This design comes from an exercise in tuning for small area on the open sky130 flow, not from production work.
Only simulation tests tie the RTL to the original design; equivalence was not proved.
The clock cells of runs 5 to 8 come from the design's own scripts or RTL, not from TritonCTS.
The clock port is modelled as an ideal driver, which makes a skipped or thinned clock tree look cheaper than it is; a real chip needs a root buffer or a tree.
No activity file was given, so power comes from the tool's default toggle rates.

`flow/flow/post.ys`:
```
read_liberty -ignore_miss_func @LIB@
read_verilog @IN@
hierarchy -top spi_oled
setattr -mod -set keep_hierarchy 1 sky130_fd_sc_hd__df*
flatten
delete t:$scopeinfo
opt -purge
abc -script @ABC@ -liberty @LIB@ @DU@
opt_clean -purge
hilomap -singleton -hicell sky130_fd_sc_hd__conb_1 HI -locell sky130_fd_sc_hd__conb_1 LO
insbuf -buf sky130_fd_sc_hd__buf_1 A X
select -module spi_oled
stat -liberty @LIB@
write_verilog -noattr -nohex -nodec -selected @OUT@
```
`flow/flow/check.ys`:
```
# the new netlist must be well formed and do what the standard synthesis does
read_liberty -lib @LIB@
read_verilog @OUT@
hierarchy -top spi_oled
check -assert
design -reset
read_liberty -ignore_miss_func @LIB@
read_verilog @IN@
rename spi_oled gold
read_verilog @OUT@
rename spi_oled gate
flatten gold gate
delete t:$scopeinfo
opt_clean
rename -hide w:_*
opt_clean
equiv_make gold gate equiv
hierarchy -top equiv
equiv_simple -seq 2
equiv_induct
equiv_status -assert
```
`flow/config.mk`:
```
export PLATFORM = sky130hd
export DESIGN_NAME = spi_oled
export DESIGN_NICKNAME = spi_oled
export VERILOG_FILES = /design/flow/design.v
export SDC_FILE = /design/flow/constraint.sdc
export NUM_CORES = 4
export LEC_CHECK = 0
export CAP_MARGIN = 20
export CORE_MARGIN = 2
export CORE_UTILIZATION = 40
export CTS_BUF_LIST = sky130_fd_sc_hd__clkbuf_4
export CTS_CLUSTER_DIAMETER = 200
export CTS_CLUSTER_SIZE = 30
export SLEW_MARGIN = 20
```
`flow/flow/deep.abc`:
```
strash
&get -n
&deepsyn -T 60
&put
&get -n
&dch -f
&nf -R 1000
&put
topo
```
`flow/constraint.sdc`:
```
create_clock -name core_clock -period 10.0 [get_ports {clk}]
set_input_delay 2.0000 -clock core_clock [delete_from_list [all_inputs] [get_ports {clk}]]
set_output_delay 2.0000 -clock core_clock [all_outputs]
set_load 0.01 [all_outputs]
```
`flow/design.v`:
```
module spi_oled(
	input  clk,
	input  rst_n,
	output oled_cs,
	output oled_sck,
	output oled_rst,
	output oled_dc,
	output oled_mosi
);
reg [4:0] dv;
reg [3:0] sl;
reg [7:0] q;
reg [2:0] pg;
reg       rst_q;
wire gap    = sl[3];
wire dv_end = dv[4] & dv[3] & dv[0];           
wire q_inc  = gap & (dv == 5'd1);
wire su     = (q >= 8'hA6) && (q < 8'hE7);
wire data   = (q >= 8'h05) && (q <= 8'h84);
wire win    = (q > 8'hBC && q < 8'hD1) ||
              (q == 8'hBC && ((sl == 4'd6 && dv >= 5'd6) || sl < 4'd6 || (gap && dv < 5'd2))) ||
              (q == 8'hD1 && ((gap && dv >= 5'd2) || (!gap && sl > 4'd3) || (sl == 4'd3 && dv <= 5'd14)));
always @(posedge clk) begin
	if (!rst_n) begin
		dv    <= 5'd24;
		sl    <= 4'd1;
		q     <= 8'hA6;
		pg    <= 3'd0;
		rst_q <= 1'b0;
	end else begin
		dv <= dv_end ? 5'd0 : dv + 5'd1;
		if (dv_end) sl <= (sl == 4'd0) ? 4'd8 : sl - 4'd1;
		if (q_inc) begin
			if (q == 8'h84) begin
				q  <= 8'h02;
				pg <= pg + 3'd1;
			end else
				q <= q + 8'd1;
		end
		rst_q <= ~win;
	end
end
localparam [255:0] CMDS = 256'b0001010010001101000000100010000001000000110110110001001011011010111100011101100110000000110101010000000011010011001111111010100010100110110010001010000111111111100000010100000000010000000000001010111000000000000000000001000000000000101100001010111110100100;
wire [7:0] cmd  = CMDS[q[4:0]*8 +: 8] | ((q[4:0] == 5'd2) ? {5'd0, pg} : 8'd0);
localparam [383:0] LO = 384'b111111111111111111111111111111111111111111111111111111000000000000000000000000000000000000000000000000000000000000000000000000000000000000000000000000000000000000000000000000000000000000000000000000000000000000000000000000000000000000000000000000000000000000000000000000000000000001000010000011000100000101000111001001001011010000111111111111111111111111111111111111111111111111111111;
localparam [383:0] HI = 384'b000000000000000000000000000000000000000000000000000000000001000100000111001001001011001101001111010001010010010100010101010111011000011001011010011011011100011101011101011110011111100000100000100001100001100010100010100010100011100011100011100011100011100011100010100010100010100001100001100000011111011110011101011011011001010101000000000000000000000000000000000000000000000000000000;
wire [5:0] row = {pg, sl[2:0]};
wire [6:0] u   = q[6:0];                        
wire [5:0] lo_r = LO[row*6 +: 6];
wire [5:0] hi_r = HI[row*6 +: 6];
wire       s   = u[6];
wire [5:0] m   = s ? u[5:0] : ~u[5:0];
wire [6:0] ad  = {1'b0, m} + {6'd0, ~s};      
wire fix = (row == 6'd9 && u == 7'd49) || (row == 6'd36 && u == 7'd94) || (row == 6'd54 && u == 7'd66);
wire pix = (({1'b0, lo_r} <= ad) && (ad <= {1'b0, hi_r})) ^ fix;
wire bit_out = data ? pix : cmd[sl[2:0]];
assign oled_cs   = su | (gap & ~(dv[4] | (dv[3] & dv[2])));
assign oled_sck  = ~su & ~gap & (dv[4] | (dv[3] & dv[2]));
assign oled_mosi = ~su & ~gap & bit_out;
assign oled_dc   = data;
assign oled_rst  = rst_q;
endmodule
```
`flow/flow/run.sh`:
```
#!/bin/bash
# Layout flow: the standard synthesis, then the combinational logic between the
# (untouched) flip-flops is re-optimised for area with ABC's deepsyn and checked
# equivalent, then the standard ORFS flow continues from the new netlist.
set -euo pipefail
W=$PWD
R=$W/orfs/results/$FLOW_PLATFORM/spi_oled/base
YOSYS=$(command -v yosys || echo "$FLOW_HOME/../tools/install/yosys/bin/yosys")
LIB=$FLOW_HOME/platforms/$FLOW_PLATFORM/lib/sky130_fd_sc_hd__tt_025C_1v80.lib

# 1. standard synthesis (same registers, names and cell types as the standard flow's)
bash standard.sh "$R/1_2_yosys.v" > $W/flow_synth.log 2>&1
cp "$R/1_2_yosys.v" "$W/1_2_yosys.standard.v"

# 2. area re-optimisation of the logic between the flip-flops
DU=""
for c in $(cat $W/flow/dont_use.txt); do DU="$DU -dont_use $c"; done
for f in post check; do
  sed -e "s#@LIB@#$LIB#g" -e "s#@IN@#$W/1_2_yosys.standard.v#g" -e "s#@OUT@#$W/1_2_yosys.post.v#g" \
      -e "s#@DU@#$DU#g" -e "s#@ABC@#$W/flow/deep.abc#g" $W/flow/$f.ys > $W/$f.ys
done
if "$YOSYS" -s $W/post.ys > $W/flow_post_synth.log 2>&1 && \
   "$YOSYS" -s $W/check.ys > $W/flow_post_check.log 2>&1; then
  cp $W/1_2_yosys.post.v "$R/1_2_yosys.v"
  touch "$R/1_2_yosys.v"
else
  echo "post-synthesis optimisation failed; keeping the standard netlist"
fi

# 3. the rest of the standard flow, from the new netlist
export BUFFER_PORTS_ARGS="-buffer_cell sky130_fd_sc_hd__buf_1"
bash standard.sh > $W/flow_layout.log 2>&1
```
`flow/standard.sh`:
```
#!/bin/bash
# synth_recipe.tcl (not shown) runs the flow's synth.tcl, then flattens the netlist and writes it again
# the make line also repeats each setting of config.mk as NAME=value (left out here)
make -C /OpenROAD-flow-scripts/flow DESIGN_CONFIG=/design/flow/config.mk WORK_HOME=/design/flow/orfs CLKGATE_MAP_FILE= SYNTH_SCRIPT=/design/flow/synth_recipe.tcl "${@:-finish}"
```
`flow/flow/dont_use.txt`:
```
sky130_fd_sc_hd__lpflow_bleeder_1 sky130_fd_sc_hd__lpflow_clkbufkapwr_1 sky130_fd_sc_hd__lpflow_clkbufkapwr_16 sky130_fd_sc_hd__lpflow_clkbufkapwr_2 sky130_fd_sc_hd__lpflow_clkbufkapwr_4 sky130_fd_sc_hd__lpflow_clkbufkapwr_8 sky130_fd_sc_hd__lpflow_clkinvkapwr_1 sky130_fd_sc_hd__lpflow_clkinvkapwr_16 sky130_fd_sc_hd__lpflow_clkinvkapwr_2 sky130_fd_sc_hd__lpflow_clkinvkapwr_4 sky130_fd_sc_hd__lpflow_clkinvkapwr_8 sky130_fd_sc_hd__lpflow_decapkapwr_12 sky130_fd_sc_hd__lpflow_decapkapwr_3 sky130_fd_sc_hd__lpflow_decapkapwr_4 sky130_fd_sc_hd__lpflow_decapkapwr_6 sky130_fd_sc_hd__lpflow_decapkapwr_8 sky130_fd_sc_hd__lpflow_inputiso0n_1 sky130_fd_sc_hd__lpflow_inputiso0p_1 sky130_fd_sc_hd__lpflow_inputiso1n_1 sky130_fd_sc_hd__lpflow_inputiso1p_1 sky130_fd_sc_hd__lpflow_inputisolatch_1 sky130_fd_sc_hd__lpflow_isobufsrc_1 sky130_fd_sc_hd__lpflow_isobufsrc_16 sky130_fd_sc_hd__lpflow_isobufsrc_2 sky130_fd_sc_hd__lpflow_isobufsrc_4 sky130_fd_sc_hd__lpflow_isobufsrc_8 sky130_fd_sc_hd__lpflow_isobufsrckapwr_16 sky130_fd_sc_hd__lpflow_lsbuf_lh_hl_isowell_tap_1 sky130_fd_sc_hd__lpflow_lsbuf_lh_hl_isowell_tap_2 sky130_fd_sc_hd__lpflow_lsbuf_lh_hl_isowell_tap_4 sky130_fd_sc_hd__lpflow_lsbuf_lh_isowell_4 sky130_fd_sc_hd__lpflow_lsbuf_lh_isowell_tap_1 sky130_fd_sc_hd__lpflow_lsbuf_lh_isowell_tap_2 sky130_fd_sc_hd__lpflow_lsbuf_lh_isowell_tap_4 sky130_fd_sc_hd__probe_p_8 sky130_fd_sc_hd__probec_p_8 
```
==> results of run 1 <==
-- power groups by stage --
stage / logic [W] / registers, W / clock network [W]
after floorplan: 0.0000118 / 0.0000927 / 0
final: 0.0000154 / 0.0000927 / 0.0000437
after global placement: 0.0000154 / 0.0000944 / 0
after CTS: 0.0000154 / 0.0000925 / 0.0000448
after detailed placement: 0.0000153 / 0.0000943 / 0
after global routing: 0.0000177 / 0.0000935 / 0.0000486
-- final timing paths --
check	startpoint	to	slack (ns)	depth (start not counted)
worst max-delay path	sl[0]$_SDFFE_PN1P_	oled_mosi	4.89	12
worst min-delay path	dv[0]$_SDFF_PP0_	dv[0]$_SDFF_PP0_	0.55	1
worst min register to register	dv[0]$_SDFF_PP0_	dv[0]$_SDFF_PP0_	0.55	1
worst max register to register	q[1]$_SDFFE_PN1P_	q[7]$_SDFFE_PN1P_	7.43	7
-- per-stage QoR --
| step | power, W | std cells | cell area, um2 |
|---|---|---|---|
| 2_1_floorplan | 0.000104 | 233 | 1660 |
| 3_3_place_gp | 0.000110 | 289 | 1740 |
| 3_5_place_dp | 0.000110 | 289 | 1740 |
| 4_1_cts | 0.000153 | 293 | 1770 |
| 5_1_grt | 0.000160 | 293 | 1770 |
| 6_report | 0.000152 | 293 | 1770 |
-- cell type report --
class,instances,area share [%]
well taps,50,3.53
flip-flops and latches,21,23.7
clock buffers,4,1.70
repair buffers,6,1.27
inverters,7,1.48
multi-input cells,205,68.3
-- worst max-delay path, delay by kind of cell, from the launching register on --
kind / cells / cell delay [ns]
flip-flops: 1 / 0.72
AND/OR/NAND/NOR: 5 / 0.76
buffers and inverters: 2 / 0.55
AO/OA/AOI/OAI: 5 / 0.76
-- state kept, by name, indices dropped and copies added, names as in the netlist --
signal  flops
dv          5
pg          3
q           8
rst_q       1
sl          4
-- layer usage --
metal / global-route usage [%] / share of wire (%) / vias up
met2: 32.6 / 42 / 94
met5: 0 / 0 / -
met1: 33.7 / 48 / 827
met3: 1.97 / 7.8 / 14
met4: 6.00 / 2.1 / 0
li1: - / - / 925
-- cells in the final DEF (no fill, tap or decap), drive strengths merged, types with 5 or more instances in the layout --
cell type	count
a21oi	21
a311oi	5
a31oi	7
buf	6
clkinv	7
dfxtp	21
nand2	24
nand3	10
nor2	24
nor2b	7
nor3	8
o211ai	5
o21ai	22
xnor2	9
==> qor.yml, run 1 <==
pwr:
  power_frac_comb_pct: 10.1
  switching_share_pct: 26.6
  power_frac_clock_pct: 28.8
  seq_power_share_pct: 61.1
  p_per_area_nw_per_um2: 85.8
  power.net_switching_w: 0.0000404
  vdd.ir_drop.worst_uv: 90.2
  intPower_w: 0.000111
  p_leak_nw: 0.572
routing:
  postRouteAntennaNets: 0
  wire_per_inst_um: 15.8
  detail_route.iter0.violations: 380
  via_count: 1860
  drt-pass1-iter-count: 5
  via_per_inst: 6.35
  finalWirelength_um: 4640
  drc: 0
timing:
  maxSlewViolCount: 0
  slew_headroom_pct: 38.9
  finalCritPeriodShare_pct: 51.1
  layout_min_cycle_time_ns: 5.11
  setup_repair_after_global_routing_missed_its_margin: "false"
  timing_worst_slew_pin_value_ns: 0.915
  clock.fmax_mhz: 196
  finalSetupTns_ns: 0
  worst_hold_slack_ns: 0.548
  report.final.hold_viol_count: 0
  clock_skew_ns: 0.000694
  final-setup-viol-count: 0
  smallest_setup_slack_after_layout_ns: 4.89
cts:
  postCtsHoldBufs: 0
  clock_path_buffers: 2
  postCtsSetupBuffers: 0
  cts-root-buf: "clkbuf_4"
  tritoncts_clock_tree: "built"
  htree_levels: 1
  clock_edge_transition_at_the_registers_on_the_reported_setup_and_hold_paths_ns: 0.11
  tritoncts_buffers: 3
  cts_num_sinks: 21
  clock_latency_ns: 0.30
  cts_resized: 0
worst_setup_path:
  crit_fanout: 18
  critPathSlowestCell: "dfxtp_1"
  worst_ep_required_time_ns: 8.00
  worst_path_max_stage_delay_ns: 0.72
  setup.worst_path.end_class: "primary output"
  worst-endpoint-arrival_ns: 3.11
  worst-setup-path-type: "reg2out"
  start_kind: "flip-flop"
  timing.critical_path.cells: "clkinv_1 -> nand2_1 -> a21boi_0 -> a21oi_1 -> nor3_1 -> nor4_1 -> a21boi_0 -> o221ai_1 -> nand2_1 -> a31oi_1 -> nor3_1 -> buf_1"
synth:
  synth_warnings: 1
  postSynthCellCount: 233
  synth_nets: 235
  post_synth.cell_area_avg_um2: 7.10
  syn_area_um2: 1660
run_status:
  run_status: "finished clean"
placement:
  gpl.final_weighted_congestion: 0.868
  place_hpwl_um: 3200
  port-buffer-count: 6
  dp_worst_setup_slack_ns: 5.29
floorplan:
  starting_density_of_the_core_pct: 41.4
  core_area_um2: 4000
  num_io_pins: 7
  dieWidth_um: 68.3
  die_height_um: 68.3
  floorplan_die_area_um2: 4670
  num_rows: 23
layout:
  post_route_cells_drive_above_1_share_pct: 1.65
  layout.area.seq_um2: 420
  fillCellCount: 425
  nets: 246
  post-route-util_pct: 44.3
  area_growth_pct: 6.95
  insertedDiodeCount: 0
  multi_input_gate_area_um2: 1210
grt:
  grt_remaining_overflow: 0
  first_global_vias: 1639
  initial_antenna_violation_count: 0
  grt_max_degree: 28
  grt_usage_pct: 22.1
  first_pass_grt_wire_length_um: 8020
worst_hold_path:
  hp-class: "reg2reg"
job:
  max-cap-violations: 0
==> run 2, diff against run 1 <==
--- a/flow/config.mk
+++ b/flow/config.mk
@@ -10,5 +10,3 @@
 export CORE_UTILIZATION = 40
-export CTS_BUF_LIST = sky130_fd_sc_hd__clkbuf_4
-export CTS_CLUSTER_DIAMETER = 200
-export CTS_CLUSTER_SIZE = 30
 export SLEW_MARGIN = 20
+export SYNTH_MEMORY_MAX_BITS = 16384
==> run 2 against run 1 <==
Wire length rose by 0.17%. Maximum frequency grew 1.3%. Synthesized cell count stayed put. Combinational power is essentially flat. Total power is 7.6% higher. Sequential share of layout area fell by 0.20 points. Still clean. Largest cell class unchanged. Via count is 1.3% lower. Clock power grew 26%. Critical path depth stayed put. Clock-buffer cell count unchanged. Sequential cell count unchanged. Register-to-register slack about the same. Largest power group unchanged.
==> qor.yml, run 2 <==
worst_setup_path:
  setup.worst_path.end_class: "primary output"
  crit_start: "sl[0]$_SDFFE_PN1P_"
  worst_ep_required_time_ns: 8.00
  crit-reg2reg-launch: "q[1]$_SDFFE_PN1P_"
  start_kind: "flip-flop"
  reg2reg_setup_slack_ns: 7.43
  worst-endpoint-arrival_ns: 3.04
  critical_path.endpoint: "oled_mosi"
  worst-setup-path-type: "reg2out"
  worst-r2r-cell-count: 7
  crit-reg2reg-capture: "q[7]$_SDFFE_PN1P_"
  crit_fanout: 18
routing:
  via_count: 1835
  drc: 0
  finalWirelength_um: 4650
  detail_route.iter0.violations: 341
  drt-pass1-iter-count: 5
  via_per_inst: 6.26
  postRouteAntennaNets: 0
  wire_per_inst_um: 15.9
grt:
  initial_antenna_violation_count: 0
  first_global_vias: 1633
  first_pass_grt_wire_length_um: 8070
  grt_usage_pct: 22.5
  grt_remaining_overflow: 0
  grt_max_degree: 28
pwr:
  p_per_area_nw_per_um2: 91.5
  vdd.ir_drop.worst_uv: 96.4
  seq_power_share_pct: 56.7
  power_frac_comb_pct: 9.5
  power.net_switching_w: 0.0000418
  intPower_w: 0.000122
  power_frac_clock_pct: 33.8
  p_leak_nw: 0.576
  switching_share_pct: 25.6
cts:
  postCtsHoldBufs: 0
  clock_edge_transition_at_the_registers_on_the_reported_setup_and_hold_paths_ns: 0.07
  cts_resized: 0
  htree_levels: 1
  clock_latency_ns: 0.26
  postCtsSetupBuffers: 0
  cts_num_sinks: 21
  tritoncts_clock_tree: "built"
  clock_path_buffers: 2
  cts-root-buf: "clkbuf_8"
  tritoncts_buffers: 3
job:
  max-cap-violations: 0
synth:
  post_synth.cell_area_avg_um2: 7.10
  syn_area_um2: 1660
  postSynthCellCount: 233
  synth_warnings: 1
  synth_nets: 235
timing:
  clock_skew_ns: 0.00298
  final-setup-viol-count: 0
  timing_worst_slew_pin_value_ns: 0.933
  slew_headroom_pct: 37.7
  clock.fmax_mhz: 198
  maxSlewViolCount: 0
  worst_hold_slack_ns: 0.534
  layout_min_cycle_time_ns: 5.04
  finalSetupTns_ns: 0
  report.final.hold_viol_count: 0
  setup_repair_after_global_routing_missed_its_margin: "false"
  finalCritPeriodShare_pct: 50.4
floorplan:
  num_io_pins: 7
  dieWidth_um: 68.3
  die_height_um: 68.3
  core_area_um2: 4000
  floorplan_die_area_um2: 4670
  num_rows: 23
  starting_density_of_the_core_pct: 41.4
layout:
  biggest_register: "q"
  area_growth_pct: 7.86
  most-common-layout-cells: "nand2_1, nor2_1, o21ai_0"
  top_regs: "q x8, dv x5, sl x4"
  post-route-util_pct: 44.6
  largest_reg_flops: 8
  insertedDiodeCount: 0
  nets: 246
  fillCellCount: 421
  post_route_cells_drive_above_1_share_pct: 1.23
placement:
  gpl.final_weighted_congestion: 0.868
  place_hpwl_um: 3200
  port-buffer-count: 6
worst_hold_path:
  hp-class: "reg2reg"
  worstHoldPathCells: 1
run_status:
  run_status: "finished clean"
## run 2: routing by layer
metal  global-route usage [%]  wire [um]  vias up
met5                        0          0        -
met4                     8.25        106        0
met3                     2.47        266       13
met2                     32.6       1930       82
met1                     33.8       2340      816
li1                         -          -      924
## run 2: cell type report
| cell class | instances | area (um2) | area share (%) |
|---|---|---|---|
| multi-input cells | 205 | 1210 | 67.7 |
| inverters | 7 | 26.3 | 1.47 |
| clock buffers | 4 | 45.0 | 2.52 |
| repair buffers | 6 | 22.5 | 1.26 |
| well taps | 50 | 62.6 | 3.50 |
| flip-flops and latches | 21 | 420 | 23.5 |
## run 2: critical path: stages (launching register included)
cell      delay, ns
dfxtp_1        0.71
clkinv_1       0.42
nand2_1        0.22
a21boi_0       0.13
a21oi_1        0.16
nor3_1         0.06
nor4_1         0.35
a21boi_0       0.14
o221ai_1       0.20
nand2_1        0.07
a31oi_1        0.13
nor3_1         0.06
buf_1          0.13
## run 2: per-stage QoR
stage               instance area (um2)  std cells  setup slack (ns)  total power (W)
floorplan                          1660        233              5.81         0.000104
global placement                   1740        289              5.23         0.000110
detailed placement                 1740        289              5.29         0.000110
CTS                                1790        293              4.99         0.000165
global route                       1790        293              4.54         0.000172
finish                             1790        293              4.96         0.000163
## run 2: worst min path at each step
stage | startpoint | end | slack (ns)
6_report | dv[0]$_SDFF_PP0_ | dv[0]$_SDFF_PP0_ | 0.53
5_1_grt | dv[2]$_SDFF_PP0_ | dv[2]$_SDFF_PP0_ | 0.59
4_1_cts | dv[0]$_SDFF_PP0_ | dv[0]$_SDFF_PP0_ | 0.53
3_5_place_dp | dv[0]$_SDFF_PP0_ | dv[0]$_SDFF_PP0_ | 0.52
3_3_place_gp | dv[0]$_SDFF_PP0_ | dv[0]$_SDFF_PP0_ | 0.51
2_1_floorplan | dv[0]$_SDFF_PP0_ | dv[0]$_SDFF_PP0_ | 0.47
## run 2: power groups by stage
stage	registers, W	logic (W)	clock network (W)
floorplan	0.0000927	0.0000118	0
global placement	0.0000944	0.0000154	0
detailed placement	0.0000943	0.0000153	0
CTS	0.0000924	0.0000154	0.0000574
global route	0.0000934	0.0000177	0.0000614
finish	0.0000927	0.0000154	0.0000552
==> run 3, diff against run 2 <==
==> flow/flow/run.sh (replaced) <==
#!/bin/bash
set -euo pipefail
W=$PWD
R=$W/orfs/results/$FLOW_PLATFORM/spi_oled/base
YOSYS=$(command -v yosys || echo "$FLOW_HOME/../tools/install/yosys/bin/yosys")
LIB=$FLOW_HOME/platforms/$FLOW_PLATFORM/lib/sky130_fd_sc_hd__tt_025C_1v80.lib

# 1. standard synthesis (same registers, names and cell types as the standard flow's)
bash standard.sh "$R/1_2_yosys.v" > $W/flow_synth.log 2>&1
cp "$R/1_2_yosys.v" "$W/1_2_yosys.standard.v"

# 2. area re-optimisation of the logic between the flip-flops
DU=""
for c in $(cat $W/flow/dont_use.txt); do DU="$DU -dont_use $c"; done
SEEDS="1 2 3 4"
for s in $SEEDS; do
  sed -e "s#@SEED@#$s#g" $W/flow/deep.abc > $W/deep_$s.abc
  for f in post check; do
    sed -e "s#@LIB@#$LIB#g" -e "s#@IN@#$W/1_2_yosys.standard.v#g" -e "s#@OUT@#$W/1_2_yosys.post_$s.v#g" \
        -e "s#@DU@#$DU#g" -e "s#@ABC@#$W/deep_$s.abc#g" $W/flow/$f.ys > $W/${f}_$s.ys
  done
  ( "$YOSYS" -s $W/post_$s.ys > $W/flow_post_synth_$s.log 2>&1 && \
    "$YOSYS" -s $W/check_$s.ys > $W/flow_post_check_$s.log 2>&1 && \
    grep "Chip area" $W/flow_post_synth_$s.log | tail -1 | awk -v s=$s '{print $NF, s}' > $W/area_$s.txt ) || true &
done
wait
BEST=$(cat $W/area_*.txt 2>/dev/null | sort -g | head -1 | awk '{print $2}')
if [[ -n "$BEST" ]]; then
  echo "using seed $BEST"; cat $W/area_*.txt
  cp $W/1_2_yosys.post_$BEST.v "$R/1_2_yosys.v"
  touch "$R/1_2_yosys.v"
else
  echo "post-synthesis optimisation failed; keeping the standard netlist"
fi

# 3. the rest of the standard flow, from the new netlist
export BUFFER_PORTS_ARGS="-buffer_cell sky130_fd_sc_hd__buf_1"
export CTS_ARGS="-sink_clustering_enable -repair_clock_nets -sink_clustering_size 30 -sink_clustering_max_diameter 200 -buf_list sky130_fd_sc_hd__clkbuf_4 -dont_use_dummy_load"
bash standard.sh > $W/flow_layout.log 2>&1
==> flow/flow/deep.abc (replaced) <==
strash
&get -n
&deepsyn -T 90 -S @SEED@
&put
&get -n
&dch -f
&nf -R 1000
&put
topo
--- a/flow/config.mk
+++ b/flow/config.mk
@@ -9,4 +9,3 @@
 export CORE_MARGIN = 2
-export CORE_UTILIZATION = 40
+export CORE_UTILIZATION = 60
 export SLEW_MARGIN = 20
-export SYNTH_MEMORY_MAX_BITS = 16384
==> run 3 against run 2 <==
Global-route usage grew 6.7 points. Clock skew is essentially flat. Non-clock buffer count is the same. Register-to-register slack gained 0.05 ns. Sequential share of layout area grew 0.87 points. Combinational power shrank 23%. Wire length shrank 1.5%. Core utilization grew 24 points. Critical path depth grew 1. Final area shrank 3.6%. Critical path type unchanged.
==> qor.yml, run 3 <==
timing:
  clock.fmax_mhz: 190
  timing_worst_slew_pin_value_ns: 0.687
  finalSetupTns_ns: 0
  final-setup-viol-count: 0
  finalCritPeriodShare_pct: 52.6
  layout_min_cycle_time_ns: 5.26
  clock_skew_ns: 0.00311
  report.final.hold_viol_count: 0
  maxSlewViolCount: 0
  slew_headroom_pct: 54.1
  setup_repair_after_global_routing_missed_its_margin: "false"
worst_setup_path:
  crit_fanout: 20
  worst_ep_required_time_ns: 8.00
  setup.worst_path.end_class: "primary output"
  crit_start: "sl[0]$_SDFFE_PN1P_"
  critical_path_buf_inv_count: 2
  path_delay_family: "compound AO/OA/AOI/OAI gates"
  timing.critical_path.cells: "nor2b_1 -> nand3_1 -> nand3_1 -> a21oi_1 -> clkinv_1 -> a221oi_1 -> a21oi_1 -> o221ai_1 -> a21oi_1 -> o22ai_1 -> a21oi_1 -> nor4_1 -> buf_1"
  worst-setup-path-type: "reg2out"
  start_kind: "flip-flop"
  critPathSlowestCell: "dfxtp_1"
  worst-endpoint-arrival_ns: 3.26
  critical_path.most_common_cell: "a21oi_1"
  crit-reg2reg-launch: "sl[3]$_SDFFE_PN0P_"
  worst_path_max_stage_delay_ns: 0.76
layout:
  most-common-layout-cells: "o21ai_0, a21oi_1, nand2_1"
  area_growth_pct: 5.04
  layout.cells.most_common: "o21ai_0"
  largest_reg_flops: 8
  biggest_register: "q"
  multi_input_gate_area_um2: 1190
  final_cell_area_um2: 1720
  nets: 247
  layout.area.seq_um2: 420
  post_route_cells_drive_above_1_share_pct: 1.23
  insertedDiodeCount: 0
  fillCellCount: 235
  top_regs: "q x8, dv x5, sl x4"
placement:
  postPlaceCellArea_um2: 1700
  gpl.final_weighted_congestion: 0.988
  port-buffer-count: 6
  place_hpwl_um: 3190
pwr:
  intPower_w: 0.000105
  power.net_switching_w: 0.0000364
  p_leak_nw: 0.580
  power_frac_comb_pct: 8.4
  power_frac_clock_pct: 27.2
  vdd.ir_drop.worst_uv: 81.5
  switching_share_pct: 25.7
  seq_power_share_pct: 64.4
  p_per_area_nw_per_um2: 82.2
floorplan:
  num_io_pins: 7
  dieWidth_um: 56.3
  die_height_um: 56.3
  core_area_um2: 2520
  starting_density_of_the_core_pct: 65.0
  num_rows: 18
  floorplan_die_area_um2: 3170
cts:
  htree_levels: 1
  tritoncts_buffers: 3
  cts_resized: 0
  clock_path_buffers: 2
  tritoncts_clock_tree: "built"
  clock_latency_ns: 0.30
  postCtsSetupBuffers: 0
  clock_edge_transition_at_the_registers_on_the_reported_setup_and_hold_paths_ns: 0.11
  cts-root-buf: "clkbuf_4"
  postCtsHoldBufs: 0
  cts_num_sinks: 21
routing:
  via_count: 1921
  detail_route.iter0.violations: 199
  postRouteAntennaNets: 0
  drc: 0
  via_per_inst: 7.04
  wire_per_inst_um: 16.8
  finalWirelength_um: 4570
  drt-pass1-iter-count: 5
grt:
  grt_remaining_overflow: 0
  grt_usage_pct: 29.2
  first_global_vias: 1642
  first_pass_grt_wire_length_um: 7690
  initial_antenna_violation_count: 0
  grt_max_degree: 25
worst_hold_path:
  hold_path.startpoint: "dv[0]$_SDFF_PP0_"
  hp-class: "reg2reg"
synth:
  synth_warnings: 1
  syn_area_um2: 1640
  synth_nets: 236
  postSynthCellCount: 234
  post_synth.cell_area_avg_um2: 7.00
run_status:
  run_status: "finished clean"
job:
  max-cap-violations: 0
[run 3: worst paths after layout]
kind | endpoint | slack [ns] | cells after the start
worst min-delay path | dv[0]$_SDFF_PP0_ | 0.53 | 1
worst min register to register | dv[0]$_SDFF_PP0_ | 0.53 | 1
worst max register to register | q[7]$_SDFFE_PN1P_ | 7.48 | 9
worst max-delay path | oled_mosi | 4.74 | 13
[run 3: cell type report]
class,instances,area share [%]
well taps,30,2.18
flip-flops and latches,21,24.4
clock buffers,3,1.31
inverters,8,1.74
multi-input cells,205,69.0
repair buffers,6,1.31
[run 3: worst reg2reg max path: stages (launching register included)]
cell and delay, ns:
dfxtp_1 0.51, nand2b_1 0.10, nor4_1 0.36, and2_0 0.37, and3_1 0.29, and2_0 0.30, and3_1 0.24, a21oi_1 0.07
o21ai_0 0.10, nand2_1 0.07
[run 3: metal layers]
layer	vias to the layer above	track usage [%]	part of all wire [%]
li1	931	-	-
met1	870	43.4	45
met2	112	46.6	46
met3	8	1.84	7.8
met4	0	6.12	1.2
met5	-	0	0
[run 3: power groups by stage]
| stage | clock (W) | sequential, W | combinational [W] |
|---|---|---|---|
| floorplan | 0 | 0.0000916 | 0.00000846 |
| global placement | 0 | 0.0000924 | 0.0000112 |
| detailed placement | 0 | 0.0000929 | 0.0000116 |
| CTS | 0.0000380 | 0.0000908 | 0.0000117 |
| global route | 0.0000428 | 0.0000918 | 0.0000132 |
| finish | 0.0000385 | 0.0000911 | 0.0000118 |
[run 3: per-stage QoR]
stage	hold slack [ns]	instances	setup slack [ns]	total power, W	util (%)
floorplan	0.460	234	5.58	0.000100	-
global placement	0.487	270	5.30	0.000104	67.4
detailed placement	0.502	270	5.14	0.000104	67.4
CTS	0.536	273	4.80	0.000141	68.3
global route	0.576	273	4.42	0.000148	68.3
finish	0.534	273	4.74	0.000141	68.3
==> run 4, diff against run 3 <==
--- a/flow/flow/run.sh
+++ b/flow/flow/run.sh
@@ -37,3 +37,3 @@
 export BUFFER_PORTS_ARGS="-buffer_cell sky130_fd_sc_hd__buf_1"
-export CTS_ARGS="-sink_clustering_enable -repair_clock_nets -sink_clustering_size 30 -sink_clustering_max_diameter 200 -buf_list sky130_fd_sc_hd__clkbuf_4 -dont_use_dummy_load"
+export CTS_ARGS="-sink_clustering_enable -repair_clock_nets -sink_clustering_size 30 -sink_clustering_max_diameter 200 -root_buf sky130_fd_sc_hd__clkbuf_4 -buf_list sky130_fd_sc_hd__clkbuf_2 -dont_use_dummy_load"
 bash standard.sh > $W/flow_layout.log 2>&1
==> run 4 against run 3 <==
Still clean. Critical path depth stayed put. First-iteration DRC count did not move. Total power unchanged. Cell count did not move. Register-to-register slack about the same. Core utilization unchanged. Clock-buffer cell count unchanged. Critical endpoint unchanged.
==> qor.yml, run 4 <==
pwr:
  intPower_w: 0.000105
  switching_share_pct: 25.7
  power.net_switching_w: 0.0000364
  overall_power_of_the_completed_layout_w: 0.000141
  p_per_area_nw_per_um2: 82.2
  vdd.ir_drop.worst_uv: 81.5
  power_frac_comb_pct: 8.4
  p_leak_nw: 0.580
  seq_power_share_pct: 64.4
  power_frac_clock_pct: 27.2
timing:
  report.final.hold_viol_count: 0
  layout_min_cycle_time_ns: 5.26
  clock.fmax_mhz: 190
  setup_repair_after_global_routing_missed_its_margin: "false"
  clock_skew_ns: 0.00311
  finalCritPeriodShare_pct: 52.6
  final-setup-viol-count: 0
  timing_worst_slew_pin_value_ns: 0.687
  maxSlewViolCount: 0
  slew_headroom_pct: 54.1
  finalSetupTns_ns: 0
cts:
  postCtsHoldBufs: 0
  htree_levels: 1
  clock_latency_ns: 0.30
  cts_resized: 0
  clock_path_buffers: 2
  tritoncts_clock_tree: "built"
  clock_edge_transition_at_the_registers_on_the_reported_setup_and_hold_paths_ns: 0.11
  postCtsSetupBuffers: 0
  tritoncts_buffers: 3
  cts-root-buf: "clkbuf_4"
  cts_num_sinks: 21
grt:
  gr-usage-met3_pct: 1.84
  grt_remaining_overflow: 0
  global_route.usage.met1_pct: 43.4
  met2_usage_pct: 46.6
  first_pass_grt_wire_length_um: 7690
  first_global_vias: 1642
  grt_usage_pct: 29.2
  initial_antenna_violation_count: 0
  grt_max_degree: 25
  grt-busiest-layer: "met2"
floorplan:
  core_area_um2: 2520
  dieWidth_um: 56.3
  die_height_um: 56.3
  num_rows: 18
  num_io_pins: 7
  floorplan_die_area_um2: 3170
  starting_density_of_the_core_pct: 65.0
routing:
  wire_per_inst_um: 16.8
  via_count: 1921
  drt-pass1-iter-count: 5
  finalWirelength_um: 4570
  via_per_inst: 7.04
  detail_route.iter0.violations: 199
  postRouteAntennaNets: 0
  drc: 0
layout:
  top_regs: "q x8, dv x5, sl x4"
  area_growth_pct: 5.04
  post_route_cells_drive_above_1_share_pct: 1.23
  final_cell_area_um2: 1720
  nets: 247
  biggest_register: "q"
  most-common-layout-cells: "o21ai_0, a21oi_1, nand2_1"
  layout.cells.most_common: "o21ai_0"
  insertedDiodeCount: 0
  largest_reg_flops: 8
synth:
  synth_nets: 236
  postSynthCellCount: 234
  syn_area_um2: 1640
  synth_warnings: 1
  post_synth.cell_area_avg_um2: 7.00
worst_hold_path:
  hp-class: "reg2reg"
placement:
  port-buffer-count: 6
  postPlaceCellArea_um2: 1700
  place_hpwl_um: 3190
  gpl.final_weighted_congestion: 0.988
worst_setup_path:
  worst-endpoint-arrival_ns: 3.26
  start_kind: "flip-flop"
  worst-setup-path-type: "reg2out"
  crit_fanout: 20
  worst_ep_required_time_ns: 8.00
  setup.worst_path.end_class: "primary output"
job:
  max-cap-violations: 0
run_status:
  run_status: "finished clean"
[run 4: area by class of cell]
type,count,area (um2)
sequential,21,420
tap,30,37.5
fill,235,801
clock buffer,3,22.5
multi-input combinational,205,1190
timing repair buffer,6,22.5
inverter,8,30.0
[run 4: layer usage]
metal	wire length [um]	part of all wire, %	up-vias
met5	0	0	-
met4	54	1.2	0
met3	357	7.8	8
met2	2120	46	112
met1	2040	45	870
li1	-	-	931
[run 4: power by group through the flow]
stage / Combinational, W / Clock (W) / Sequential, W
floorplan: 0.00000846 / 0 / 0.0000916
global placement: 0.0000112 / 0 / 0.0000924
detailed placement: 0.0000116 / 0 / 0.0000929
CTS: 0.0000117 / 0.0000380 / 0.0000908
global route: 0.0000132 / 0.0000428 / 0.0000918
finish: 0.0000118 / 0.0000385 / 0.0000911
[run 4: through the flow]
step / util, % / hold WS, ns / std cells / worst slack, ns
global route: 68.3 / 0.576 / 273 / 4.42
finish: 68.3 / 0.534 / 273 / 4.74
CTS: 68.3 / 0.536 / 273 / 4.80
floorplan: - / 0.460 / 234 / 5.58
detailed placement: 67.4 / 0.502 / 270 / 5.14
global placement: 67.4 / 0.487 / 270 / 5.30
[run 4: worst max-delay path, cell delays in order (launching register included)]
cell	delay (ns)
dfxtp_1	0.76
nor2b_1	0.21
nand3_1	0.16
nand3_1	0.09
a21oi_1	0.25
clkinv_1	0.10
a221oi_1	0.29
a21oi_1	0.06
o221ai_1	0.20
a21oi_1	0.09
o22ai_1	0.16
a21oi_1	0.08
nor4_1	0.28
buf_1	0.19
[run 4: path summary, 6_finish.rpt]
check | from | end | slack (ns) | cells after the start
max | sl[0]$_SDFFE_PN1P_ | oled_mosi | 4.74 | 13
min | dv[0]$_SDFF_PP0_ | dv[0]$_SDFF_PP0_ | 0.53 | 1
max reg2reg | sl[3]$_SDFFE_PN0P_ | q[7]$_SDFFE_PN1P_ | 7.48 | 9
min reg2reg | dv[0]$_SDFF_PP0_ | dv[0]$_SDFF_PP0_ | 0.53 | 1
==> run 5, diff against run 4 <==
--- a/flow/flow/run.sh
+++ b/flow/flow/run.sh
@@ -37,3 +37,3 @@
 export BUFFER_PORTS_ARGS="-buffer_cell sky130_fd_sc_hd__buf_1"
-export CTS_ARGS="-sink_clustering_enable -repair_clock_nets -sink_clustering_size 30 -sink_clustering_max_diameter 200 -root_buf sky130_fd_sc_hd__clkbuf_4 -buf_list sky130_fd_sc_hd__clkbuf_2 -dont_use_dummy_load"
+export POST_CTS_TCL=$W/flow/post_cts.tcl
 bash standard.sh > $W/flow_layout.log 2>&1
==> flow/flow/deep.abc (replaced) <==
strash
&get -n
&deepsyn -T 60 -S @SEED@
&put
if -K 6
mfs2 -W 50 -M 5000
strash
&get -n
&deepsyn -T 60 -S @SEED@
&put
if -K 6
mfs2 -W 50 -M 5000
strash
&get -n
&deepsyn -T 60 -S @SEED@
&put
&get -n
&dch -f
&nf -R 1000
&put
topo
==> flow/flow/post_cts.tcl (new file) <==
# Replace the clock tree TritonCTS built by a single clock buffer next to the
# flip-flops: the clock port then drives one buffer, which drives every register.
set cts_bufs [get_cells -quiet clkbuf_*]
if { [llength $cts_bufs] > 0 } {
  remove_buffers $cts_bufs
}
set block [ord::get_db_block]
# dummy loads CTS may have added for balancing are not needed any more
foreach inst [$block getInsts] {
  if { [string match clkload* [$inst getName]] } {
    odb::dbInst_destroy $inst
  }
}
set clk_net [$block findNet clk]
set sx 0; set sy 0; set n 0
foreach it [$clk_net getITerms] {
  set loc [[$it getInst] getLocation]
  set sx [expr {$sx + [lindex $loc 0]}]
  set sy [expr {$sy + [lindex $loc 1]}]
  incr n
}
set dbu [$block getDbUnitsPerMicron]
set x [expr {$sx / double($n) / $dbu}]
set y [expr {$sy / double($n) / $dbu}]
puts "clock loads: $n, buffer at $x $y"
insert_buffer -buffer_cell sky130_fd_sc_hd__clkbuf_16 -net clk -buffer_name clkbuf_0_clk -location [list $x $y]
detailed_placement
check_placement -verbose
estimate_parasitics -placement
--- a/flow/config.mk
+++ b/flow/config.mk
@@ -9,3 +9,3 @@
 export CORE_MARGIN = 2
-export CORE_UTILIZATION = 60
+export CORE_UTILIZATION = 40
 export SLEW_MARGIN = 20
==> run 5 against run 4 <==
Cell count rose by 7.0%. Total power rose by 6.3%. Clock power rose by 1%. Critical endpoint unchanged.
==> qor.yml, run 5 <==
run_status:
  run_status: "finished clean"
worst_setup_path:
  path_delay_family: "compound AO/OA/AOI/OAI gates"
  worst_path_max_stage_delay_ns: 0.90
  worst_ep_required_time_ns: 8.00
  critical_path_buf_inv_count: 0
  crit_start: "sl[1]$_SDFFE_PN0P_"
  start_kind: "flip-flop"
  critPathSlowestCell: "dfxtp_1"
  setup.worst_path.end_class: "primary output"
  worst-endpoint-arrival_ns: 3.01
  timing.critical_path.cells: "o21ai_0 -> o21a_1 -> a211oi_1 -> xnor2_1 -> a211o_1 -> a21oi_1 -> o221ai_1 -> nand3_1 -> o21ai_0 -> a21oi_1"
  crit_fanout: 26
  crit-reg2reg-launch: "dv[4]$_SDFF_PN1_"
  worst-setup-path-type: "reg2out"
timing:
  finalSetupTns_ns: 0
  clock.fmax_mhz: 199
  smallest_setup_slack_after_layout_ns: 4.99
  finalCritPeriodShare_pct: 50.1
  maxSlewViolCount: 0
  clock_skew_ns: 0.00248
  report.final.hold_viol_count: 0
  timing_worst_slew_pin_value_ns: 0.881
  layout_min_cycle_time_ns: 5.01
  final-setup-viol-count: 0
  slew_headroom_pct: 41.2
  setup_repair_after_global_routing_missed_its_margin: "false"
  worst_hold_slack_ns: 0.531
routing:
  detail_route.iter0.violations: 239
  drc: 0
  drt-pass1-iter-count: 6
  wire_per_inst_um: 15.5
  via_count: 1801
  postRouteAntennaNets: 0
  via_per_inst: 6.17
  finalWirelength_um: 4540
floorplan:
  floorplan_die_area_um2: 4600
  num_io_pins: 7
  dieWidth_um: 67.8
  num_rows: 23
  core_area_um2: 3970
  starting_density_of_the_core_pct: 41.0
  die_height_um: 67.8
layout:
  area_growth_pct: 5.76
  nets: 246
  biggest_register: "q"
  post_route_cells_drive_above_1_share_pct: 0.826
  top_regs: "q x8, dv x5, sl x4"
  layout.cells.most_common: "a21oi_1"
  instances_no_fill: 292
  largest_reg_flops: 8
  most-common-layout-cells: "a21oi_1, o21ai_0, nor2_1"
  insertedDiodeCount: 0
pwr:
  p_per_area_nw_per_um2: 87.4
  vdd.ir_drop.worst_uv: 113
  overall_power_of_the_completed_layout_w: 0.000150
  p_leak_nw: 0.545
grt:
  first_global_vias: 1547
  grt_remaining_overflow: 0
  grt_max_degree: 27
  first_pass_grt_wire_length_um: 7470
  grt_usage_pct: 22.4
  initial_antenna_violation_count: 0
synth:
  postSynthCellCount: 241
  syn_area_um2: 1630
  synth_warnings: 1
  post_synth.cell_area_avg_um2: 6.75
  synth_nets: 243
placement:
  dp_worst_setup_slack_ns: 5.12
  placed_cells_incl_taps: 298
  gpl.final_weighted_congestion: 0.866
  place_hpwl_um: 3190
  port-buffer-count: 6
cts:
  clock_edge_transition_at_the_registers_on_the_reported_setup_and_hold_paths_ns: 0.08
  cts_num_sinks: 21
  clock_latency_ns: 0.15
job:
  max-cap-violations: 0
worst_hold_path:
  hp-class: "reg2reg"
  hold_path.startpoint: "dv[0]$_SDFF_PP0_"
-- run 5: cell types whose count changed in the layout (fill, tap and decap cells not counted), sizes merged, moves of 4 or more --
cell    previous run  this run
a21oi             24        36
nor2              20        29
xnor2              4        12
buf                6         0
nand2b             6         1
nor3              13         8
nand2             23        27
-- run 5: layer usage --
| metal | track usage, % | vias up | share of wire, % |
|---|---|---|---|
| met1 | 33.9 | 831 | 49 |
| met5 | 0 | - | 0 |
| met2 | 34.9 | 58 | 45 |
| met3 | 1.67 | 4 | 4.9 |
| met4 | 3.75 | 0 | 0.93 |
| li1 | - | 908 | - |
-- run 5: cell type report, without the clock buffers --
class	instances	area (um2)
multi-input cells	214	1190
inverters	6	22.5
fillers	422	2250
flip-flops and latches	21	420
well taps	50	62.6
-- run 5: final timing paths --
path | to | slack [ns] | cells after the start
worst min register to register | dv[0]$_SDFF_PP0_ | 0.53 | 1
worst max-delay path | oled_mosi | 4.99 | 10
worst max register to register | pg[2]$_SDFFE_PN0P_ | 7.42 | 7
worst min-delay path | dv[0]$_SDFF_PP0_ | 0.53 | 1
-- run 5: power breakdown --
part	leakage, nW	switching [W]	internal (W)
clock network	0.0123	0.0000207	0.0000182
logic	0.361	0.00000843	0.00000765
registers	0.171	0.00000870	0.0000867
-- run 5: stage by stage --
stage,instance area (um2),utilization (%)
after global placement,1720,43.3
final,1720,43.4
after detailed placement,1720,43.3
after global routing,1720,43.4
after floorplan,1630,-
==> run 6, diff against run 5 <==
==> flow/flow/deep.abc (replaced) <==
strash
&get -n
&deepsyn -T 240 -S @SEED@
&put
if -K 6
mfs2 -W 50 -M 5000
strash
&get -n
&deepsyn -T 240 -S @SEED@
&put
if -K 6
mfs2 -W 50 -M 5000
strash
&get -n
&deepsyn -T 240 -S @SEED@
&put
&get -n
&dch -f
&nf -R 1000
&put
topo
--- a/flow/flow/post_cts.tcl
+++ b/flow/flow/post_cts.tcl
@@ -2,12 +2,35 @@
 # flip-flops: the clock port then drives one buffer, which drives every register.
-set cts_bufs [get_cells -quiet clkbuf_*]
-if { [llength $cts_bufs] > 0 } {
-  remove_buffers $cts_bufs
+# Bypass and delete them one by one (remove_buffers would also take out the
+# port buffers).
+proc bypass_buffer { inst } {
+  set in_net "NULL"
+  set out_net "NULL"
+  foreach it [$inst getITerms] {
+    set n [$it getNet]
+    if { $n == "NULL" } { continue }
+    if { [$it isInputSignal] } { set in_net $n }
+    if { [$it isOutputSignal] } { set out_net $n }
+  }
+  if { $out_net != "NULL" } {
+    foreach it [$out_net getITerms] {
+      if { [$it getInst] != $inst } {
+        $it disconnect
+        $it connect $in_net
+      }
+    }
+  }
+  odb::dbInst_destroy $inst
+  if { $out_net != "NULL" } { odb::dbNet_destroy $out_net }
 }
 set block [ord::get_db_block]
-# dummy loads CTS may have added for balancing are not needed any more
+set cts_cells {}
 foreach inst [$block getInsts] {
-  if { [string match clkload* [$inst getName]] } {
-    odb::dbInst_destroy $inst
+  set name [$inst getName]
+  if { [string match clkbuf_* $name] || [string match clkload* $name] } {
+    lappend cts_cells $name
   }
+}
+foreach name $cts_cells {
+  puts "removing clock tree cell $name"
+  bypass_buffer [$block findInst $name]
 }
==> run 6 against run 5 <==
First-iteration DRC count increased by 12%. Synthesized area decreased by 2.8%. Register-to-register slack about the same. Final area decreased by 1.8%.
==> qor.yml, run 6 <==
placement:
  port-buffer-count: 6
  dp_worst_setup_slack_ns: 5.00
  place_hpwl_um: 3350
  gpl.final_weighted_congestion: 0.951
routing:
  wire_per_inst_um: 16.1
  via_per_inst: 6.26
  via_count: 1808
  dr_wl_met2_um: 2030
  finalWirelength_um: 4640
  drt-pass1-iter-count: 6
  topRoutingLayerUsed: "met4"
  drt-met1-wl_um: 2260
  detail_route.iter0.violations: 268
  wl_met3_um: 314
  postRouteAntennaNets: 0
  drc: 0
run_status:
  run_status: "finished clean"
pwr:
  p_per_area_nw_per_um2: 85.1
  p_leak_nw: 0.598
  vdd.ir_drop.worst_uv: 119
  overall_power_of_the_completed_layout_w: 0.000144
grt:
  first_pass_grt_wire_length_um: 7620
  grt_remaining_overflow: 0
  grt_max_degree: 28
  first_global_vias: 1538
  initial_antenna_violation_count: 0
  grt_usage_pct: 23.8
synth:
  syn_area_um2: 1580
  post_synth.cell_area_avg_um2: 6.76
  postSynthCellCount: 234
  synth_nets: 236
  synth_warnings: 1
layout:
  fillCellCount: 427
  nets: 245
  post_route_cells_drive_above_1_share_pct: 0.415
  most-common-layout-cells: "nand2_1, a21oi_1, nor2_1"
  largest_reg_flops: 8
  biggest_register: "q"
  post-route-util_pct: 45.2
  top_regs: "q x8, dv x5, sl x4"
  layout.cells.most_common: "nand2_1"
  insertedDiodeCount: 0
  area_growth_pct: 6.80
timing:
  finalCritPeriodShare_pct: 52.3
  clock.fmax_mhz: 191
  report.final.hold_viol_count: 0
  timing_worst_slew_pin_value_ns: 0.892
  maxSlewViolCount: 0
  slew_headroom_pct: 40.4
  clock_skew_ns: 0.00626
  final-setup-viol-count: 0
  smallest_setup_slack_after_layout_ns: 4.77
  finalSetupTns_ns: 0
  layout_min_cycle_time_ns: 5.23
  worst_hold_slack_ns: 0.514
  setup_repair_after_global_routing_missed_its_margin: "false"
worst_setup_path:
  worst-endpoint-arrival_ns: 3.23
  start_kind: "flip-flop"
  worst_ep_required_time_ns: 8.00
  worst-setup-path-type: "reg2out"
  crit_fanout: 27
  setup.worst_path.end_class: "primary output"
floorplan:
  die_height_um: 66.9
  num_rows: 22
  starting_density_of_the_core_pct: 42.3
  num_io_pins: 7
  floorplan_die_area_um2: 4480
  core_area_um2: 3740
  dieWidth_um: 66.9
cts:
  cts_num_sinks: 21
  clock_latency_ns: 0.15
  clock_edge_transition_at_the_registers_on_the_reported_setup_and_hold_paths_ns: 0.09
worst_hold_path:
  hp-class: "reg2reg"
job:
  max-cap-violations: 0
-- run 6: per-layer routing --
metal / vias up / global-route usage [%]
met5: - / 0
met4: 0 / 4.34
met3: 2 / 2.20
met2: 67 / 37.0
met1: 835 / 35.7
li1: 904 / -
-- run 6: cell type report, without the clock buffers --
| class | count | area (um2) | area share, % |
|---|---|---|---|
| multi-input combinational | 206 | 1140 | 67.2 |
| sequential | 21 | 420 | 24.9 |
| tap | 48 | 60.1 | 3.55 |
| inverter | 7 | 26.3 | 1.55 |
| timing repair buffer | 6 | 22.5 | 1.33 |
-- run 6: worst paths after layout --
path | start | endpoint | slack, ns | depth (start not counted)
setup / recovery | sl[1]$_SDFFE_PN0P_ | oled_mosi | 4.77 | 14
hold / removal | dv[0]$_SDFF_PP0_ | dv[0]$_SDFF_PP0_ | 0.51 | 1
setup reg to reg | sl[3]$_SDFFE_PN0P_ | q[7]$_SDFFE_PN1P_ | 7.43 | 10
hold reg to reg | dv[0]$_SDFF_PP0_ | dv[0]$_SDFF_PP0_ | 0.51 | 1
-- run 6: per-stage QoR --
| step | std cells | instance area (um2) |
|---|---|---|
| 2_1_floorplan | 234 | 1580 |
| 3_3_place_gp | 288 | 1670 |
| 3_5_place_dp | 288 | 1670 |
| 6_report | 289 | 1690 |
| 5_1_grt | 289 | 1690 |
-- run 6: power breakdown --
group / internal [W] / total [W] / switching (W)
clock: 0.0000183 / 0.0000399 / 0.0000216
sequential: 0.0000860 / 0.0000913 / 0.00000531
combinational: 0.00000523 / 0.0000126 / 0.00000739
total: 0.000110 / 0.000144 / 0.0000343
-- run 6: worst max-delay path: stages (launching register included) --
cell and delay (ns):
dfxtp_1 0.91, nand2_1 0.28, nor2_1 0.30, nor2_1 0.07, clkinv_1 0.07, a21oi_1 0.10, o31ai_1 0.09, a21oi_1 0.09
a21oi_1 0.14, o21ai_0 0.10, a41oi_1 0.17, a21oi_1 0.07, o31a_1 0.32, nor3_1 0.20, buf_1 0.17
==> run 7, diff against run 6 <==
--- a/flow/flow/run.sh
+++ b/flow/flow/run.sh
@@ -16,3 +16,4 @@
 for s in $SEEDS; do
-  sed -e "s#@SEED@#$s#g" $W/flow/deep.abc > $W/deep_$s.abc
+  MAPPER=nf; if (( s % 2 == 0 )); then MAPPER=amap; fi
+  sed -e "s#@SEED@#$s#g" $W/flow/deep_$MAPPER.abc > $W/deep_$s.abc
   for f in post check; do
==> flow/flow/deep_amap.abc (new file) <==
strash
&get -n
&deepsyn -T 600 -S @SEED@
&put
if -K 6
mfs2 -W 50 -M 5000
strash
&get -n
&deepsyn -T 600 -S @SEED@
&put
if -K 6
mfs2 -W 50 -M 5000
strash
&get -n
&deepsyn -T 600 -S @SEED@
&put
dch -f
amap
topo
==> flow/flow/deep_nf.abc (new file) <==
strash
&get -n
&deepsyn -T 600 -S @SEED@
&put
if -K 6
mfs2 -W 50 -M 5000
strash
&get -n
&deepsyn -T 600 -S @SEED@
&put
if -K 6
mfs2 -W 50 -M 5000
strash
&get -n
&deepsyn -T 600 -S @SEED@
&put
&get -n
&dch -f
&nf -R 1000
&put
topo
removed: flow/flow/deep.abc
==> run 7 against run 6 <==
Clock skew decreased by 0.0034 ns. Synthesized area decreased by 1.7%. Still clean. Register-to-register slack lost 0.13 ns. Critical endpoint unchanged. Critical path type unchanged. Global-route usage grew 1.8 points. First-iteration DRC count is 12% higher. Maximum frequency shrank 3.4%. Critical path depth rose by 2. Synthesized cell count rose by 8.1%. Via count up 6.7%. Sequential cell count unchanged.
==> qor.yml, run 7 <==
timing:
  finalCritPeriodShare_pct: 54.2
  finalSetupTns_ns: 0
  clock.fmax_mhz: 184
  layout_min_cycle_time_ns: 5.42
  clock_skew_ns: 0.00283
  slew_headroom_pct: 57.0
  setup_repair_after_global_routing_missed_its_margin: "false"
  maxSlewViolCount: 0
  report.final.hold_viol_count: 0
  final-setup-viol-count: 0
  timing_worst_slew_pin_value_ns: 0.639
placement:
  placed_cells_incl_taps: 307
  gpl.final_weighted_congestion: 0.989
  place_hpwl_um: 3740
  postPlaceCellArea_um2: 1640
  port-buffer-count: 6
layout:
  post_route_cells_drive_above_1_share_pct: 0.385
  final_cell_area_um2: 1660
  instances_no_fill: 308
  post-route-util_pct: 45.1
  nets: 264
  insertedDiodeCount: 0
  area_growth_pct: 6.91
  largest_reg_flops: 8
  layout.cells.most_common: "nor2_1"
  top_regs: "q x8, dv x5, sl x4"
  biggest_register: "q"
  most-common-layout-cells: "nor2_1, clkinv_1, nand2_1"
synth:
  synth_warnings: 1
  post_synth.cell_area_avg_um2: 6.15
  synth_nets: 255
  syn_area_um2: 1560
  postSynthCellCount: 253
worst_setup_path:
  worst-endpoint-arrival_ns: 3.42
  timing.critical_path.cells: "clkinv_1 -> nor2_1 -> clkinv_1 -> nor2_1 -> nor2_1 -> clkinv_1 -> a21oi_1 -> nor3_1 -> nor2_1 -> a222oi_1 -> nor2_1 -> o22a_1 -> nor4b_1 -> nor2_1 -> nor2_1 -> buf_1"
  path_delay_family: "simple AND/OR/NAND/NOR gates"
  start_kind: "flip-flop"
  critPathSlowestCell: "dfxtp_1"
  worst_path_max_stage_delay_ns: 0.53
  worst_ep_required_time_ns: 8.00
  crit_fanout: 9
  setup.worst_path.end_class: "primary output"
  worst-setup-path-type: "reg2out"
  critical_path.most_common_cell: "nor2_1"
  critical_path_buf_inv_count: 4
  reg2reg_setup_slack_ns: 7.30
routing:
  dr_wl_met2_um: 2110
  drc: 0
  detail_route.iter0.violations: 301
  finalWirelength_um: 4900
  postRouteAntennaNets: 0
  via_count: 1929
  drt-met1-wl_um: 2140
  wire_per_inst_um: 15.9
  via_per_inst: 6.26
  drt-pass1-iter-count: 8
  wl_met3_um: 543
  topRoutingLayerUsed: "met4"
floorplan:
  num_rows: 22
  dieWidth_um: 66.4
  num_io_pins: 7
  floorplan_die_area_um2: 4410
  starting_density_of_the_core_pct: 42.2
  die_height_um: 66.4
  core_area_um2: 3690
pwr:
  vdd.ir_drop.worst_uv: 120
  overall_power_of_the_completed_layout_w: 0.000141
  switching_share_pct: 23.3
  power_frac_comb_pct: 8.9
  seq_power_share_pct: 62.6
  p_leak_nw: 0.589
  power.net_switching_w: 0.0000330
  p_per_area_nw_per_um2: 85.0
  intPower_w: 0.000108
  power_frac_clock_pct: 28.5
cts:
  cts_num_sinks: 21
  clock_edge_transition_at_the_registers_on_the_reported_setup_and_hold_paths_ns: 0.09
  clock_latency_ns: 0.15
grt:
  first_global_vias: 1717
  grt_usage_pct: 25.6
  initial_antenna_violation_count: 0
  first_pass_grt_wire_length_um: 8330
  grt_max_degree: 22
  grt_remaining_overflow: 0
run_status:
  run_status: "finished clean"
worst_hold_path:
  hp-class: "reg2reg"
job:
  max-cap-violations: 0
[run 7: power groups by stage]
stage,Sequential (W),Clock [W],Combinational (W)
detailed placement,0.0000906,0,0.0000124
global route,0.0000889,0.0000436,0.0000144
global placement,0.0000906,0,0.0000128
finish,0.0000886,0.0000403,0.0000126
floorplan,0.0000899,0,0.00000915
[run 7: layout make-up, without the clock buffers]
class / count / area [um2]
Fill cell: 417 / 2020
Inverter: 33 / 124
Multi-Input combinational cell: 199 / 1010
Sequential cell: 21 / 420
Tap cell: 48 / 60.1
Timing Repair Buffer: 6 / 22.5
[run 7: worst paths after layout]
check,startpoint,endpoint,depth (start not counted)
max reg2reg,q[0]$_SDFFE_PN0P_,pg[2]$_SDFFE_PN0P_,8
min,dv[0]$_SDFF_PP0_,dv[0]$_SDFF_PP0_,1
max,sl[0]$_SDFFE_PN1P_,oled_mosi,16
min reg2reg,dv[0]$_SDFF_PP0_,dv[0]$_SDFF_PP0_,1
[run 7: stage by stage]
step                hold WS (ns)  worst slack (ns)
floorplan                  0.417              5.56
finish                     0.455              4.58
global route               0.469              4.30
global placement           0.433              4.79
detailed placement         0.440              4.80
[run 7: layer usage]
layer	global-route usage, %	vias to the layer above
li1	-	930
met1	38.8	840
met2	39.8	141
met3	2.21	18
met4	4.34	0
met5	0	-
==> run 8, diff against run 7 <==
--- a/flow/flow/run.sh
+++ b/flow/flow/run.sh
@@ -14,3 +14,3 @@
 for c in $(cat $W/flow/dont_use.txt); do DU="$DU -dont_use $c"; done
-SEEDS="1 2 3 4"
+SEEDS="5 6 7 8"
 for s in $SEEDS; do
==> run 8 against run 7 <==
Still clean. Final area up 1.9%. Clock skew shrank 0.0014 ns. Core utilization rose by 0.17 points. First-iteration DRC count decreased by 23%. Die area grew 1.9%. Sequential share of layout area is 0.47 points lower. Sequential power is 0.6% lower. Synthesized cell count rose by 2.8%. Worst hold slack got worse by 0.021 ns. Maximum frequency grew 2.1%. Combinational power rose by 4%. Worst setup slack improved by 0.11 ns. Critical path type unchanged.
==> qor.yml, run 8 <==
timing:
  finalCritPeriodShare_pct: 53.1
  timing_worst_slew_pin_value_ns: 0.872
  layout_min_cycle_time_ns: 5.31
  worst_hold_slack_ns: 0.434
  clock_skew_ns: 0.00140
  final-setup-viol-count: 0
  clock.fmax_mhz: 188
  slew_headroom_pct: 41.1
  setup_repair_after_global_routing_missed_its_margin: "false"
  finalSetupTns_ns: 0
  report.final.hold_viol_count: 0
  maxSlewViolCount: 0
routing:
  wire_per_inst_um: 16.2
  via_per_inst: 6.20
  drc: 0
  detail_route.iter0.violations: 231
  finalWirelength_um: 5110
  drt-pass1-iter-count: 7
  via_count: 1953
  postRouteAntennaNets: 0
placement:
  port-buffer-count: 6
  place_hpwl_um: 3890
  placed_cells_incl_taps: 314
  gpl.final_weighted_congestion: 1.06
synth:
  postSynthCellCount: 260
  synth_warnings: 1
  post_synth.cell_area_avg_um2: 6.11
  syn_area_um2: 1590
  synth_nets: 262
worst_hold_path:
  holdPathEnd: "dv[0]$_SDFF_PP0_"
  hp-class: "reg2reg"
  hold_path.startpoint: "dv[0]$_SDFF_PP0_"
  worstHoldPathCells: 1
cts:
  clock_latency_ns: 0.15
  clock_edge_transition_at_the_registers_on_the_reported_setup_and_hold_paths_ns: 0.09
  cts_num_sinks: 21
grt:
  grt_usage_pct: 26.6
  grt_max_degree: 22
  first_pass_grt_wire_length_um: 8580
  initial_antenna_violation_count: 0
  first_global_vias: 1780
  grt_remaining_overflow: 0
layout:
  post-route-util_pct: 45.3
  most-common-layout-cells: "nor2_1, clkinv_1, o21ai_0"
  post_route_cells_drive_above_1_share_pct: 0.375
  instances_no_fill: 315
  biggest_register: "q"
  layout.cells.most_common: "nor2_1"
  top_regs: "q x8, dv x5, sl x4"
  insertedDiodeCount: 0
  nets: 271
  area_growth_pct: 6.78
  fillCellCount: 445
  largest_reg_flops: 8
worst_setup_path:
  worst_ep_required_time_ns: 8.00
  worst-endpoint-arrival_ns: 3.31
  setup.worst_path.end_class: "primary output"
  crit-reg2reg-capture: "pg[2]$_SDFFE_PN0P_"
  worst-r2r-cell-count: 9
  worst-setup-path-type: "reg2out"
  start_kind: "flip-flop"
  crit_fanout: 13
  crit-reg2reg-launch: "sl[3]$_SDFFE_PN0P_"
  reg2reg_setup_slack_ns: 7.03
floorplan:
  die_height_um: 67.0
  num_io_pins: 7
  core_area_um2: 3740
  dieWidth_um: 67.0
  floorplan_die_area_um2: 4490
  starting_density_of_the_core_pct: 42.4
  num_rows: 22
pwr:
  power_frac_clock_pct: 28.6
  switching_share_pct: 23.6
  intPower_w: 0.000108
  seq_power_share_pct: 62.2
  power_frac_comb_pct: 9.2
  vdd.ir_drop.worst_uv: 80.3
  p_leak_nw: 0.552
  power.net_switching_w: 0.0000335
  p_per_area_nw_per_um2: 83.6
run_status:
  run_status: "finished clean"
job:
  max-cap-violations: 0
run 8: layout make-up, without the clock buffers:
class                           count  area (um2)  area share, %
Multi-Input combinational cell    205        1040           61.3
Sequential cell                    21         420           24.8
Inverter                           34         128           7.53
Tap cell                           48        60.1           3.54
Timing Repair Buffer                6        22.5           1.33
run 8: worst max path at each step:
stage | startpoint | endpoint | slack (ns) | depth (start not counted)
5_1_grt | sl[0]$_SDFFE_PN1P_ | oled_mosi | 4.21 | 14
3_3_place_gp | sl[1]$_SDFFE_PN0P_ | oled_mosi | 4.98 | 14
2_1_floorplan | sl[2]$_SDFFE_PN0P_ | oled_mosi | 5.43 | 15
3_5_place_dp | sl[2]$_SDFFE_PN0P_ | oled_mosi | 4.91 | 16
6_report | sl[0]$_SDFFE_PN1P_ | oled_mosi | 4.69 | 14
run 8: power by group through the flow:
stage / Combinational (W) / Clock, W / Sequential (W)
3_3_place_gp: 0.0000129 / 0 / 0.0000899
6_report: 0.0000131 / 0.0000405 / 0.0000881
3_5_place_dp: 0.0000128 / 0 / 0.0000900
2_1_floorplan: 0.00000936 / 0 / 0.0000896
5_1_grt: 0.0000149 / 0.0000446 / 0.0000884
run 8: through the flow:
stage | area, um2 | worst slack (ns) | power (W)
detailed placement | 1670 | 4.91 | 0.000103
global placement | 1670 | 4.98 | 0.000103
global route | 1700 | 4.21 | 0.000148
floorplan | 1590 | 5.43 | 0.0000990
finish | 1700 | 4.69 | 0.000142
run 8: worst max-delay path, stage by stage, from the launching register on:
cell and delay [ns]:
dfxtp_1 0.52, clkinv_1 0.41, nor2_1 0.49, a211oi_1 0.17, o31ai_1 0.33, a21o_1 0.15, o31ai_1 0.09, o211ai_1 0.20
o21ai_0 0.12, o21ai_0 0.10, a31oi_1 0.10, nor2_1 0.13, nor2b_1 0.05, nor3_1 0.12, buf_1 0.16
run 8: layer usage:
| layer | routed length [um] | track usage [%] | part of all wire [%] |
|---|---|---|---|
| met1 | 2230 | 37.6 | 44 |
| met2 | 2230 | 39.9 | 44 |
| met3 | 474 | 3.55 | 9.3 |
| met4 | 176 | 11.5 | 3.4 |
| met5 | 0 | 0 | 0 |

-- afterwards: timing with drivers on the ports --
The results above use ideal ports. As a check the final layouts listed here were re-extracted and re-timed, cells and wires unchanged.
Step 1, drivers: a clkbuf_16 drives clk and a buf_2 each remaining input, both assumed.
Step 2 also shifts input and output timing later by t, the mid clock arrival at the registers, as if the neighbouring blocks saw the same clock.
a / b / c = ideal / step 1 / step 2; a / b = the first two.
run | t, ns | setup WS [ns] | worst hold slack (ns) | worst setup path after step 2 | worst slew at a driven data input, ns
run 1 | 0.327 | 4.894 / 4.873 / 5.199 | 0.548 / 0.548 / 0.548 | register to output | 0.03
run 2 | 0.285 | 4.959 / 4.934 / 5.219 | 0.534 / 0.534 / 0.534 | register to output | 0.03
run 3 | 0.318 | 4.744 / 4.723 / 5.041 | 0.534 / 0.534 / 0.534 | register to output | 0.03
run 4 | 0.318 | 4.744 / 4.723 / 5.041 | 0.534 / 0.534 / 0.534 | register to output | 0.03
run 5 | 0.174 | 4.985 / 4.956 / 5.131 | 0.531 / 0.531 / 0.531 | register to output | 0.31
run 6 | 0.179 | 4.765 / 4.734 / 4.914 | 0.514 / 0.514 / 0.514 | register to output | 0.03
run 7 | 0.176 | 4.580 / 4.552 / 4.729 | 0.455 / 0.455 / 0.455 | register to output | 0.03
run 8 | 0.175 | 4.691 / 4.665 / 4.840 | 0.434 / 0.434 / 0.434 | register to output | 0.03
After both steps setup and hold are still met in every run listed.
